This is an optimization exercise on Yosys and OpenROAD, whose aim is small area and a short achievable clock period, not a production implementation.
Function was not checked in any run shown here: the RTL went through the layout flow alone.
Power is estimated from default activity; no workload was simulated.

==> flow/design.v, too long to show whole: its modules and the start of the top module <==
// module residual_block: 1044 lines
// module fa3: 4 lines
// module ha2: 4 lines
// module xor2: 3 lines
module residual_block (
    input clk,
    input rst,
    input start,
    output reg done,
    input  signed [127:0] input_tensor,
    input  [7:0]  conv1_weights_flat,
    input  [7:0]  conv1_bias_flat,
    input  [31:0] conv2_weights_flat,
    input  [7:0]  conv2_bias_flat,
    input  [7:0]  conv3_weights_flat,
    input  [7:0]  conv3_bias_flat,
    input  [7:0]  conv_shortcut_weights_flat,
    input  [7:0]  conv_shortcut_bias_flat,
    output reg signed [71:0] output_tensor
);
  // ...
==> flow/flow/run.sh <==
#!/bin/bash
set -euo pipefail
export BUFFER_PORTS_ARGS="-buffer_cell sky130_fd_sc_hd__buf_1"
export SETUP_SLACK_MARGIN=6.7
export TNS_END_PERCENT=0
bash standard.sh > standard_flow.log 2>&1
==> flow/standard.sh <==
#!/bin/bash
# synth_recipe.tcl (not shown) runs the flow's synth.tcl, then flattens the netlist and writes it again
# the make line also repeats each setting of config.mk as NAME=value (left out here)
make -C /OpenROAD-flow-scripts/flow DESIGN_CONFIG=/design/flow/config.mk WORK_HOME=/design/flow/orfs CLKGATE_MAP_FILE= SYNTH_SCRIPT=/design/flow/synth_recipe.tcl "${@:-finish}"
==> flow/config.mk <==
export PLATFORM = sky130hd
export DESIGN_NAME = residual_block
export DESIGN_NICKNAME = residual_block
export VERILOG_FILES = /design/flow/design.v
export SDC_FILE = /design/flow/constraint.sdc
export NUM_CORES = 4
export LEC_CHECK = 0
export CAP_MARGIN = 20
export CORE_MARGIN = 2
export CORE_UTILIZATION = 65
export CTS_CLUSTER_DIAMETER = 150
export CTS_CLUSTER_SIZE = 24
export SLEW_MARGIN = 20
export SYNTH_HIERARCHICAL = 1
==> flow/constraint.sdc <==
create_clock -name core_clock -period 10.0 [get_ports {clk}]
set_input_delay 2.0000 -clock core_clock [delete_from_list [all_inputs] [get_ports {clk}]]
set_output_delay 2.0000 -clock core_clock [all_outputs]
set_load 0.01 [all_outputs]
==> parameters.txt, run 1 <==
Parameter                              Value

Yosys
  Area leader, netlist    dfxtp_1
  Average cell area after synthesis    11.6 um^2
  Count of mapped cells out of synthesis    1565
  Area share of the largest cell type after synthesis    0.216
  Post-synthesis adder-cell area fraction    0.260
  Fraction of synthesis flops using an asynchronous set or reset pin    0.0180
  List of most frequent post-synthesis cells    321 x nand2_1, 196 x dfxtp_1, 187 x fa_1, 135 x xor2_1, 111 x inv_1
  Multiplexer fraction of the synthesized cell area    0.135

Worst setup path
  Slack of the worst reg-to-reg path    6.63 ns
  Critical path start-end classification    reg2reg
  Worst path cell trace    fa_2 > fa_1 > fa_1 > inv_1 > ha_1 > ha_4 > nor2b_2 > nor3_1 > o21bai_1 > a21oi_1 > xnor2_1 > mux2i_1
  Reg-to-reg endpoint    output_tensor[71]
  Startpoint of the lowest-slack register-to-register path    Cp[2]

Placement
  Count of input and output buffers    around 290
  Placed Area    a little under 20000 um^2

GRT
  Via count of the first global-routing pass    13000
  Total congestion overflow after global routing    0
  Met3 usage    0.0389

Die
  Number of primary I/O pins    292
  Die Width    about 170 um

Pwr
  Share of power burned in registers    0.236
  Sw power    between 0.003 and 0.004 W
  Total design power    0.00796 W
  Power density of the placed cells    396 nW/um^2

CTS
  Clock latency reported for the late side of the worst-skew pair    0.50 ns
  Number of buffers on the longest clock path    3

Worst hold path
  Hold EP    Zr[0]

STA
  Fin. Hold Viols    0
  F_max    297 MHz
  Worst hold slack after final layout    0.365 ns
  Setup repair after global routing missed its margin    true
  Final setup viols    0
  Summed negative setup slack over all endpoints    0 ns
  Number of max-slew violations in the final report    0
  Min setup slack post-route    approximately 6.6 ns

Layout
  Number of diodes    0
  Synthesis-to-finish area growth    10.4%
  Bufs w/o clock    between 200 and 300
  Count of sequential standard cells    278

Run status
  Result of the run    finished clean

Detailed routing
  Detailed route wirelength on metal3    3.07 mm
  Final WL    ~45 mm
==> run 2, diff against run 1 <==
--- a/flow/design.v
+++ b/flow/design.v
@@ -78,113 +78,113 @@
         WR3 <= conv2_weights_flat[{~ohp, ~owp}*8 +: 8];
     end
     reg first;
     reg [3:0] xs_i;
     always @(posedge clk) begin
         first <= !start;
         xs_i  <= (cnt_inc >= 4'd9) ? 4'd8 : cnt_inc - 4'd1;
     end
-    reg [7:0] w1r, w3r, wsr;
+    reg [7:0] wsr;
     always @(posedge clk) begin
-        w1r <= conv1_weights_flat;
-        w3r <= conv3_weights_flat;
         wsr <= first ? conv3_weights_flat : conv_shortcut_weights_flat;
     end
     reg [7:0] Zr, swr;
-    wire p1 = ~(w1r[0] & w3r[0]);
-    wire p2 = ~(w1r[0] & w3r[1]);
-    wire p3 = ~(w1r[0] & w3r[2]);
-    wire p4 = ~(w1r[0] & w3r[3]);
-    wire p5 = ~(w1r[0] & w3r[4]);
-    wire p6 = ~(w1r[0] & w3r[5]);
-    wire p7 = ~(w1r[0] & w3r[6]);
-    wire p8 = ~(w1r[0] & w3r[7]);
-    wire p9 = ~(w1r[1] & w3r[0]);
-    wire p10 = ~(w1r[1] & w3r[1]);
-    wire p11 = ~(w1r[1] & w3r[2]);
-    wire p12 = ~(w1r[1] & w3r[3]);
-    wire p13 = ~(w1r[1] & w3r[4]);
-    wire p14 = ~(w1r[1] & w3r[5]);
-    wire p15 = ~(w1r[1] & w3r[6]);
-    wire p16 = ~(w1r[2] & w3r[0]);
-    wire p17 = ~(w1r[2] & w3r[1]);
-    wire p18 = ~(w1r[2] & w3r[2]);
-    wire p19 = ~(w1r[2] & w3r[3]);
-    wire p20 = ~(w1r[2] & w3r[4]);
-    wire p21 = ~(w1r[2] & w3r[5]);
-    wire p22 = ~(w1r[3] & w3r[0]);
-    wire p23 = ~(w1r[3] & w3r[1]);
-    wire p24 = ~(w1r[3] & w3r[2]);
-    wire p25 = ~(w1r[3] & w3r[3]);
-    wire p26 = ~(w1r[3] & w3r[4]);
-    wire p27 = ~(w1r[4] & w3r[0]);
-    wire p28 = ~(w1r[4] & w3r[1]);
-    wire p29 = ~(w1r[4] & w3r[2]);
-    wire p30 = ~(w1r[4] & w3r[3]);
-    wire p31 = ~(w1r[5] & w3r[0]);
-    wire p32 = ~(w1r[5] & w3r[1]);
-    wire p33 = ~(w1r[5] & w3r[2]);
-    wire p34 = ~(w1r[6] & w3r[0]);
-    wire p35 = ~(w1r[6] & w3r[1]);
-    wire p36 = ~(w1r[7] & w3r[0]);
+    wire p1 = ~(conv1_weights_flat[0] & conv3_weights_flat[0]);
+    wire p2 = ~(conv1_weights_flat[0] & conv3_weights_flat[1]);
+    wire p3 = ~(conv1_weights_flat[0] & conv3_weights_flat[2]);
+    wire p4 = ~(conv1_weights_flat[0] & conv3_weights_flat[3]);
+    wire p5 = ~(conv1_weights_flat[0] & conv3_weights_flat[4]);
+    wire p6 = ~(conv1_weights_flat[0] & conv3_weights_flat[5]);
+    wire p7 = ~(conv1_weights_flat[0] & conv3_weights_flat[6]);
+    wire p8 = ~(conv1_weights_flat[0] & conv3_weights_flat[7]);
+    wire p9 = ~(conv1_weights_flat[1] & conv3_weights_flat[0]);
+    wire p10 = ~(conv1_weights_flat[1] & conv3_weights_flat[1]);
+    wire p11 = ~(conv1_weights_flat[1] & conv3_weights_flat[2]);
+    wire p12 = ~(conv1_weights_flat[1] & conv3_weights_flat[3]);
+    wire p13 = ~(conv1_weights_flat[1] & conv3_weights_flat[4]);
+    wire p14 = ~(conv1_weights_flat[1] & conv3_weights_flat[5]);
+    wire p15 = ~(conv1_weights_flat[1] & conv3_weights_flat[6]);
+    wire p16 = ~(conv1_weights_flat[2] & conv3_weights_flat[0]);
+    wire p17 = ~(conv1_weights_flat[2] & conv3_weights_flat[1]);
+    wire p18 = ~(conv1_weights_flat[2] & conv3_weights_flat[2]);
+    wire p19 = ~(conv1_weights_flat[2] & conv3_weights_flat[3]);
+    wire p20 = ~(conv1_weights_flat[2] & conv3_weights_flat[4]);
+    wire p21 = ~(conv1_weights_flat[2] & conv3_weights_flat[5]);
+    wire p22 = ~(conv1_weights_flat[3] & conv3_weights_flat[0]);
+    wire p23 = ~(conv1_weights_flat[3] & conv3_weights_flat[1]);
+    wire p24 = ~(conv1_weights_flat[3] & conv3_weights_flat[2]);
+    wire p25 = ~(conv1_weights_flat[3] & conv3_weights_flat[3]);
+    wire p26 = ~(conv1_weights_flat[3] & conv3_weights_flat[4]);
+    wire p27 = ~(conv1_weights_flat[4] & conv3_weights_flat[0]);
+    wire p28 = ~(conv1_weights_flat[4] & conv3_weights_flat[1]);
+    wire p29 = ~(conv1_weights_flat[4] & conv3_weights_flat[2]);
+    wire p30 = ~(conv1_weights_flat[4] & conv3_weights_flat[3]);
+    wire p31 = ~(conv1_weights_flat[5] & conv3_weights_flat[0]);
+    wire p32 = ~(conv1_weights_flat[5] & conv3_weights_flat[1]);
+    wire p33 = ~(conv1_weights_flat[5] & conv3_weights_flat[2]);
+    wire p34 = ~(conv1_weights_flat[6] & conv3_weights_flat[0]);
+    wire p35 = ~(conv1_weights_flat[6] & conv3_weights_flat[1]);
+    wire p36 = ~(conv1_weights_flat[7] & conv3_weights_flat[0]);
     wire s37, c37;
     fa3 u37 (.a(p3), .b(p10), .c(p16), .s(s37), .co(c37));
     wire s38, c38;
     fa3 u38 (.a(p4), .b(p11), .c(p17), .s(s38), .co(c38));
     wire s39, c39;
-    fa3 u39 (.a(p22), .b(c37), .c(s38), .s(s39), .co(c39));
+    ha2 u39 (.a(p22), .b(c37), .s(s39), .co(c39));
     wire s40, c40;
     fa3 u40 (.a(p5), .b(p12), .c(p18), .s(s40), .co(c40));
     wire s41, c41;
-    fa3 u41 (.a(p23), .b(p27), .c(c38), .s(s41), .co(c41));
+    fa3 u41 (.a(p6), .b(p13), .c(p19), .s(s41), .co(c41));
     wire s42, c42;
-    fa3 u42 (.a(s40), .b(c39), .c(s41), .s(s42), .co(c42));
+    fa3 u42 (.a(p24), .b(p28), .c(p31), .s(s42), .co(c42));
     wire s43, c43;
-    fa3 u43 (.a(p6), .b(p13), .c(p19), .s(s43), .co(c43));
+    ha2 u43 (.a(c40), .b(s41), .s(s43), .co(c43));
     wire s44, c44;
-    fa3 u44 (.a(p24), .b(p28), .c(p31), .s(s44), .co(c44));
+    fa3 u44 (.a(p7), .b(p14), .c(p20), .s(s44), .co(c44));
     wire s45, c45;
-    fa3 u45 (.a(c40), .b(s43), .c(s44), .s(s45), .co(c45));
-    wire s46, c46;
-    fa3 u46 (.a(c41), .b(s45), .c(c42), .s(s46), .co(c46));
-    wire s47, c47;
-    fa3 u47 (.a(p7), .b(p14), .c(p20), .s(s47), .co(c47));
-    wire s48, c48;
-    fa3 u48 (.a(p25), .b(p29), .c(p32), .s(s48), .co(c48));
-    wire s49, c49;
-    fa3 u49 (.a(p34), .b(c43), .c(c44), .s(s49), .co(c49));
-    wire s50, c50;
-    fa3 u50 (.a(s47), .b(s48), .c(c45), .s(s50), .co(c50));
-    wire s51, c51;
-    fa3 u51 (.a(s49), .b(s50), .c(c46), .s(s51), .co(c51));
+    fa3 u45 (.a(p25), .b(p29), .c(p32), .s(s45), .co(c45));
+    wire s46;
+    xor2 u46 (.a(p8), .b(p15), .y(s46));
+    wire s47;
+    xor2 u47 (.a(p21), .b(p26), .y(s47));
+    wire s48;
+    xor2 u48 (.a(p30), .b(p33), .y(s48));
+    wire s49;
+    xor2 u49 (.a(p35), .b(p36), .y(s49));
+    wire s50;
+    xor2 u50 (.a(s46), .b(s47), .y(s50));
+    wire s51;
+    xor2 u51 (.a(s48), .b(s49), .y(s51));
     wire s52;
-    xor2 u52 (.a(p8), .b(p15), .y(s52));
+    xor2 u52 (.a(c44), .b(c45), .y(s52));
     wire s53;
-    xor2 u53 (.a(p21), .b(p26), .y(s53));
-    wire s54;
-    xor2 u54 (.a(p30), .b(p33), .y(s54));
-    wire s55;
-    xor2 u55 (.a(p35), .b(p36), .y(s55));
-    wire s56;
-    xor2 u56 (.a(s52), .b(s53), .y(s56));
-    wire s57;
-    xor2 u57 (.a(s54), .b(s55), .y(s57));
-    wire s58;
-    xor2 u58 (.a(c47), .b(c48), .y(s58));
-    wire s59;
-    xor2 u59 (.a(s56), .b(s57), .y(s59));
+    xor2 u53 (.a(s50), .b(s51), .y(s53));
+    reg [20:0] W1;
+    always @(posedge clk) W1 <= {s53, s52, c43, s45, s44, c42, c41, p34, s43, s42, c39, s40, c38, p27, p23, s39, s38, s37, p9, p2, p1};
+    wire s54, c54;
+    fa3 u54 (.a(W1[6]), .b(W1[7]), .c(W1[8]), .s(s54), .co(c54));
+    wire s55, c55;
+    fa3 u55 (.a(W1[9]), .b(W1[10]), .c(s54), .s(s55), .co(c55));
+    wire s56, c56;
+    fa3 u56 (.a(W1[11]), .b(W1[12]), .c(c54), .s(s56), .co(c56));
+    wire s57, c57;
+    fa3 u57 (.a(W1[13]), .b(W1[14]), .c(W1[15]), .s(s57), .co(c57));
+    wire s58, c58;
+    fa3 u58 (.a(W1[16]), .b(W1[17]), .c(W1[18]), .s(s58), .co(c58));
+    wire s59, c59;
+    fa3 u59 (.a(s57), .b(s58), .c(c56), .s(s59), .co(c59));
     wire s60;
-    xor2 u60 (.a(s58), .b(s59), .y(s60));
+    xor2 u60 (.a(W1[19]), .b(W1[20]), .y(s60));
     wire s61;
-    xor2 u61 (.a(c49), .b(s60), .y(s61));
+    xor2 u61 (.a(s60), .b(c57), .y(s61));
     wire s62;
-    xor2 u62 (.a(s61), .b(c50), .y(s62));
-    wire [7:0] W_n_a = {s62, s51, s46, s42, s39, s37, p2, p1};
-    wire [7:0] W_n_b = {c51, 1'b0, 1'b0, 1'b0, 1'b0, 1'b0, p9, 1'b0};
+    xor2 u62 (.a(c58), .b(s61), .y(s62));
+    wire [7:0] W_n_a = {s62, s59, c55, s55, W1[4], W1[3], W1[1], W1[0]};
+    wire [7:0] W_n_b = {c59, 1'b0, s56, 1'b0, W1[5], 1'b0, W1[2], 1'b0};
     wire [7:0] W_n = 8'd1 - W_n_a - W_n_b;
     reg [7:0] Wv;
     always @(posedge clk) Wv <= W_n;
     wire p63 = ~(conv3_weights_flat[0] & conv1_bias_flat[0]);
     wire p64 = ~(conv3_weights_flat[0] & conv1_bias_flat[1]);
     wire p65 = ~(conv3_weights_flat[0] & conv1_bias_flat[2]);
     wire p66 = ~(conv3_weights_flat[0] & conv1_bias_flat[3]);
     wire p67 = ~(conv3_weights_flat[0] & conv1_bias_flat[4]);
@@ -219,67 +219,67 @@
     wire p96 = ~(conv3_weights_flat[6] & conv1_bias_flat[0]);
     wire p97 = ~(conv3_weights_flat[6] & conv1_bias_flat[1]);
     wire p98 = ~(conv3_weights_flat[7] & conv1_bias_flat[0]);
     wire s99, c99;
     fa3 u99 (.a(p65), .b(p72), .c(p78), .s(s99), .co(c99));
     wire s100, c100;
     fa3 u100 (.a(p66), .b(p73), .c(p79), .s(s100), .co(c100));
     wire s101, c101;
-    fa3 u101 (.a(p84), .b(c99), .c(s100), .s(s101), .co(c101));
+    ha2 u101 (.a(p84), .b(c99), .s(s101), .co(c101));
     wire s102, c102;
     fa3 u102 (.a(p67), .b(p74), .c(p80), .s(s102), .co(c102));
     wire s103, c103;
-    fa3 u103 (.a(p85), .b(p89), .c(c100), .s(s103), .co(c103));
+    fa3 u103 (.a(p68), .b(p75), .c(p81), .s(s103), .co(c103));
     wire s104, c104;
-    fa3 u104 (.a(p68), .b(p75), .c(p81), .s(s104), .co(c104));
+    fa3 u104 (.a(p86), .b(p90), .c(p93), .s(s104), .co(c104));
     wire s105, c105;
-    fa3 u105 (.a(p86), .b(p90), .c(p93), .s(s105), .co(c105));
+    ha2 u105 (.a(c102), .b(s103), .s(s105), .co(c105));
     wire s106, c106;
-    fa3 u106 (.a(c102), .b(s104), .c(s105), .s(s106), .co(c106));
+    fa3 u106 (.a(p69), .b(p76), .c(p82), .s(s106), .co(c106));
     wire s107, c107;
-    fa3 u107 (.a(p69), .b(p76), .c(p82), .s(s107), .co(c107));
-    wire s108, c108;
-    fa3 u108 (.a(p87), .b(p91), .c(p94), .s(s108), .co(c108));
-    wire s109, c109;
-    fa3 u109 (.a(p96), .b(c104), .c(c105), .s(s109), .co(c109));
+    fa3 u107 (.a(p87), .b(p91), .c(p94), .s(s107), .co(c107));
+    wire s108;
+    xor2 u108 (.a(p70), .b(p77), .y(s108));
+    wire s109;
+    xor2 u109 (.a(p83), .b(p88), .y(s109));
     wire s110;
-    xor2 u110 (.a(p70), .b(p77), .y(s110));
+    xor2 u110 (.a(p92), .b(p95), .y(s110));
     wire s111;
-    xor2 u111 (.a(p83), .b(p88), .y(s111));
+    xor2 u111 (.a(p97), .b(p98), .y(s111));
     wire s112;
-    xor2 u112 (.a(p92), .b(p95), .y(s112));
+    xor2 u112 (.a(s108), .b(s109), .y(s112));
     wire s113;
-    xor2 u113 (.a(p97), .b(p98), .y(s113));
+    xor2 u113 (.a(s110), .b(s111), .y(s113));
     wire s114;
-    xor2 u114 (.a(s110), .b(s111), .y(s114));
+    xor2 u114 (.a(c106), .b(c107), .y(s114));
     wire s115;
     xor2 u115 (.a(s112), .b(s113), .y(s115));
-    wire s116;
-    xor2 u116 (.a(c107), .b(c108), .y(s116));
-    wire s117;
-    xor2 u117 (.a(s114), .b(s115), .y(s117));
-    wire s118;
-    xor2 u118 (.a(s116), .b(s117), .y(s118));
-    reg [15:0] Z1;
-    always @(posedge clk) Z1 <= {s118, c109, s109, c106, s108, s107, s106, c103, s103, c101, s102, s101, s99, p71, p64, p63};
+    reg [20:0] Z1;
+    always @(posedge clk) Z1 <= {s115, s114, c105, s107, s106, c104, c103, p96, s105, s104, c101, s102, c100, p89, p85, s101, s100, s99, p71, p64, p63};
+    wire s116, c116;
+    fa3 u116 (.a(Z1[6]), .b(Z1[7]), .c(Z1[8]), .s(s116), .co(c116));
+    wire s117, c117;
+    fa3 u117 (.a(Z1[9]), .b(Z1[10]), .c(s116), .s(s117), .co(c117));
+    wire s118, c118;
+    fa3 u118 (.a(Z1[11]), .b(Z1[12]), .c(c116), .s(s118), .co(c118));
     wire s119, c119;
-    fa3 u119 (.a(Z1[5]), .b(Z1[6]), .c(Z1[7]), .s(s119), .co(c119));
+    fa3 u119 (.a(Z1[13]), .b(Z1[14]), .c(Z1[15]), .s(s119), .co(c119));
     wire s120, c120;
-    fa3 u120 (.a(Z1[8]), .b(Z1[9]), .c(c119), .s(s120), .co(c120));
+    fa3 u120 (.a(Z1[16]), .b(Z1[17]), .c(Z1[18]), .s(s120), .co(c120));
     wire s121, c121;
-    fa3 u121 (.a(Z1[10]), .b(Z1[11]), .c(Z1[12]), .s(s121), .co(c121));
-    wire s122, c122;
-    fa3 u122 (.a(Z1[13]), .b(s121), .c(c120), .s(s122), .co(c122));
+    fa3 u121 (.a(s119), .b(s120), .c(c118), .s(s121), .co(c121));
+    wire s122;
+    xor2 u122 (.a(Z1[19]), .b(Z1[20]), .y(s122));
     wire s123;
-    xor2 u123 (.a(Z1[14]), .b(Z1[15]), .y(s123));
+    xor2 u123 (.a(s122), .b(c119), .y(s123));
     wire s124;
-    xor2 u124 (.a(s123), .b(c121), .y(s124));
-    wire [7:0] Z_n_a = {s124, s122, s120, s119, Z1[4], Z1[3], Z1[1], Z1[0]};
-    wire [7:0] Z_n_b = {c122, 1'b0, 1'b0, 1'b0, 1'b0, 1'b0, Z1[2], 1'b0};
+    xor2 u124 (.a(c120), .b(s123), .y(s124));
+    wire [7:0] Z_n_a = {s124, s121, c117, s117, Z1[4], Z1[3], Z1[1], Z1[0]};
+    wire [7:0] Z_n_b = {c121, 1'b0, s118, 1'b0, Z1[5], 1'b0, Z1[2], 1'b0};
     wire [7:0] Z_n = 8'd1 - Z_n_a - Z_n_b;
     wire [7:0] sw_n = WR0 + WR1 + WR2 + WR3;
     always @(posedge clk) begin Zr <= Z_n; swr <= sw_n; end
     wire p125 = ~(X0[0] & WR0[0]);
     wire p126 = ~(X0[0] & WR0[1]);
     wire p127 = ~(X0[0] & WR0[2]);
     wire p128 = ~(X0[0] & WR0[3]);
     wire p129 = ~(X0[0] & WR0[4]);
==> parameters.txt, run 2 <==
Parameter                              Value

Yosys
  Most used flip-flop cell after synthesis    dfxtp_1
  Total nets after synthesis    2050
  Count of yosys warnings during synthesis    7
  Flops & latches, synth    288
  Fraction of synthesis flops using an asynchronous set or reset pin    0.0174 (-0.000625)
  Area share of the largest cell type after synthesis    0.224 (+0.00800)
  Area of the mapped netlist    about 18000 um^2
  Dominant cell by count in the synthesized netlist    nand2_1
  Top cells by area in the synthesized netlist    dfxtp_1 22%, fa_1 20%, edfxtp_1 13%, mux4_2 12%, xor2_1 6.4%
  Count of mapped cells out of synthesis    1563 (-0.13%)
  Register area share after synthesis    0.356
  Library cells used by synthesis    52
  Area leader, netlist    dfxtp_1
  EDFF count, synth    77
  Average cell area after synthesis    11.8 um^2 (+1.5%)
  List of most frequent post-synthesis cells    311 x nand2_1, 206 x dfxtp_1, 183 x fa_1, 134 x xor2_1, 123 x inv_1

Layout
  Top register by number of flip-flops    output_tensor
  Max FFs per register    72
  Layout cell share with drive strength beyond 1    0.0826
  Most frequent standard cell in the layout excluding fill and tap cells    nand2_1
  Largest registers in the final layout    output_tensor: 72 flops, W1: 21 flops, Z1: 21 flops
  Most frequent cells in the layout    311 x nand2_1, 291 x buf_1, 199 x dfxtp_1
  # nets final    2300
  Final Core Density    0.728
  Synthesis-to-finish area growth    9.93%

STA
  Number of max-slew violations in the final report    0 (unchanged)
  Summed negative setup slack over all endpoints    0 ns (unchanged)
  Setup repair after global routing missed its margin    true
  Worst clock skew    0.0252 ns
  Worst slew margin relative to its limit    0.298
  Fin. Hold Viols    0 (unchanged)
  Share of the clock period used by the worst path after layout    0.335
  F_max    299 MHz (+0.57%)
  Final setup viols    0 (unchanged)
  Worst-Margin Slew    1.05 ns
  Period minus WS final    3.35 ns

Detailed routing
  Total DRC errors in the routed layout    0
  Count of routing violations after the opening detailed-route iteration    948
  Via total after detailed routing    12900
  Detailed-routing iteration count for the pre-antenna-repair pass    5
  DRT antenna net count    0
  Routed wire length per instance    roughly 22 um
  Per-cell via count in the routed design    around 5.9
  Final WL    47.3 mm (+6.2%)

GRT
  Via count of the first global-routing pass    12800 (-1.7%)
  Pin count of the biggest net entering global routing    65
  Met3 usage    0.0552 (+0.0163)
  GR Layer Usage met2    0.540
  Overall track demand over capacity in global routing    0.322
  Wire length of the first global-routing pass    71.0 mm
  Total congestion overflow after global routing    0 (unchanged)
  M1 GR Usage    0.429
  Initial antenna violation count    2
  Layer with the highest usage after global routing    met2

Worst setup path
  Required time of the worst setup path    between 10 and 15 ns
  Element type at the critical path end    flop
  Critical Path Source Type    flop
  Critical Path AT    3.72 ns
  Highest fanout seen on the critical path    8
  Critical path start-end classification    reg2reg

CTS
  Number of hold buffers added after CTS    0
  Number of buffers on the longest clock path    3 (unchanged)
  Sinks on Clock Net    ~290
  Clock latency reported for the late side of the worst-skew pair    0.50 ns (about the same)
  CTS tree    built
  CTS Root Buffer Type    clkbuf_16
  H-tree Lvls    1
  Num CTS Buffers    15
  Clock-pin slew on the worst setup and hold paths    approximately 0.10 ns

Die
  Die outline area    just under 30000 um^2
  Height of the chip    172 um
  Starting utilization of the core area    0.662
  Die Width    172 um (+0.65%)
  Number of primary I/O pins    292 (unchanged)
  Area of the core    27900 um^2
  Standard-cell rows    61

Job
  Maximum Capacitance Violations    0

Placement
  Count of input and output buffers    291 (unchanged)
  Half-perimeter wire length of the detailed placement result    38.5 mm
  Final RePlAce weighted congestion    0.998

Pwr
  Power density of the placed cells    386 nW/um^2 (-2.5%)
  Leak pwr    7.85 nW
  Max IR drop VDD    406 uV
  Share of power burned in registers    0.245 (+0.009)
  Net switching fraction of the power    0.442
  Share of total power in the clock network    0.082
  Sw power    0.00346 W (-2.0%)
  Combinational share of power    0.673
  Internal cell power    0.00437 W

Worst hold path
  Worst min-delay path class    reg2reg

Run status
  Result of the run    finished clean
[run 2: changes by cell type in the layout (fill, tap and decap cells not counted), sizes merged, moves of 4 or more]
cell,delta
nor2b,+10
ha,+8
inv,+11
nor2,-33
o221a,-5
a221oi,+8
o22ai,-4
a211oi,+9
o21ai,-9
mux2i,+9
nand2,-10
dfxtp,+10
fa,-4
[run 2: metrics by stage]
step	cells	power, W	hold slack [ns]	area [um^2]	worst slack, ns
6_report	2197	0.00783	0.362	20300	6.65
5_1_grt	2197	0.00860	0.376	20300	6.55
4_1_cts	2195	0.00787	0.366	20300	6.67
3_5_place_dp	2172	0.00704	0.345	19800	6.38
3_3_place_gp	2172	0.00683	0.343	19800	6.43
2_1_floorplan	1563	0.00585	0.338	18500	6.71
[run 2: per-module statistics from Yosys, one instance, submodules excluded]
module | times used | cell area [um^2] | cells inside | flip-flops and latches
fa3 | 166 | 20.0 | 1 | 0
xor2 | 114 | 8.76 | 1 | 0
ha2 | 17 | 12.5 | 1 | 0
residual_block | 1 | 13900 | 1266 | 288
[run 2: power groups by stage]
| stage | Clock, W | Combinational (W) | Sequential (W) |
|---|---|---|---|
| 5_1_grt | 0.000691 | 0.00596 | 0.00195 |
| 3_3_place_gp | 0 | 0.00489 | 0.00194 |
| 3_5_place_dp | 0 | 0.00510 | 0.00194 |
| 6_report | 0.000643 | 0.00527 | 0.00192 |
| 2_1_floorplan | 0 | 0.00407 | 0.00178 |
| 4_1_cts | 0.000652 | 0.00530 | 0.00192 |
[run 2: kinds of logic after synthesis]
kind of cell             share of synthesized area
AND/OR/NAND/NOR                             0.0875
flip-flops                                   0.356
adder cells (fa/ha/maj)                      0.258
buffers and inverters                       0.0414
XOR/XNOR                                    0.0788
multiplexers                                 0.138
AO/OA/AOI/OAI                               0.0405
[run 2: path summary, 6_finish.rpt]
kind / start / to / slack (ns) / depth (start not counted)
max reg2reg: X0[0] / S2[6] / 6.65 / 6
min: Z1[0] / Zr[0] / 0.36 / 1
min in group asynchronous: rst / cnt[1] / 1.43 / 2
max in group asynchronous: rst / cnt[2] / 8.40 / 2
max: X0[0] / S2[6] / 6.65 / 6
min reg2reg: Z1[0] / Zr[0] / 0.36 / 1
[run 2: critical path: stages, from the launching register on]
cell     delay, ns
dfxtp_1       0.63
nand2_1       0.15
fa_1          0.58
fa_1          0.46
fa_1          0.44
fa_1          0.57
fa_1          0.41
[run 2: repair_timing]
item                                    CTS  global route
resized for setup                        14             6
pin swaps                                 5             0
cloned                                    0             0
endpoints found under the setup margin   10            12
buffers inserted                          2             0
[run 2: cell type report]
| type | count | area [um^2] |
|---|---|---|
| repair buffers | 299 | 1150 |
| diodes | 2 | 5.00 |
| multi-input cells | 1085 | 11200 |
| inverters | 124 | 465 |
| clock buffers | 21 | 398 |
| well taps | 378 | 473 |
| fillers | 2094 | 7570 |
| flip-flops and latches | 288 | 6570 |
[run 2: metal layers]
layer | part of all wire | vias up
met5 | 0 | -
met4 | 0.037 | 0
met3 | 0.084 | 99
met2 | 0.49 | 705
met1 | 0.39 | 6354
li1 | - | 5713

[what the ideal ports hide]
In the flow no input, the clock included, has a driving cell. The finished layouts below were timed again as built, in two steps.
Step 1, drivers: a clkbuf_16 drives clk and a buf_2 each remaining input, both assumed.
Step 2 also shifts input and output timing later by t, the mid clock arrival at the registers, as if the neighbouring blocks saw the same clock.
a / b / c = no drivers / after step 1 / after step 2; a / b = the first two.
run | t (ns) | slack for setup (ns) | latest minus earliest clock arrival (ns)
run 1 | 0.545 | 6.634 / 6.634 / 6.312 | 0.032 / 0.032
run 2 | 0.541 | 6.653 / 6.653 / 6.370 | 0.026 / 0.026
After both steps every run listed still meets setup and hold. For run 1, which loses most, drivers alone change the setup slack by 0.000 ns; drivers and shift together by -0.322 ns.
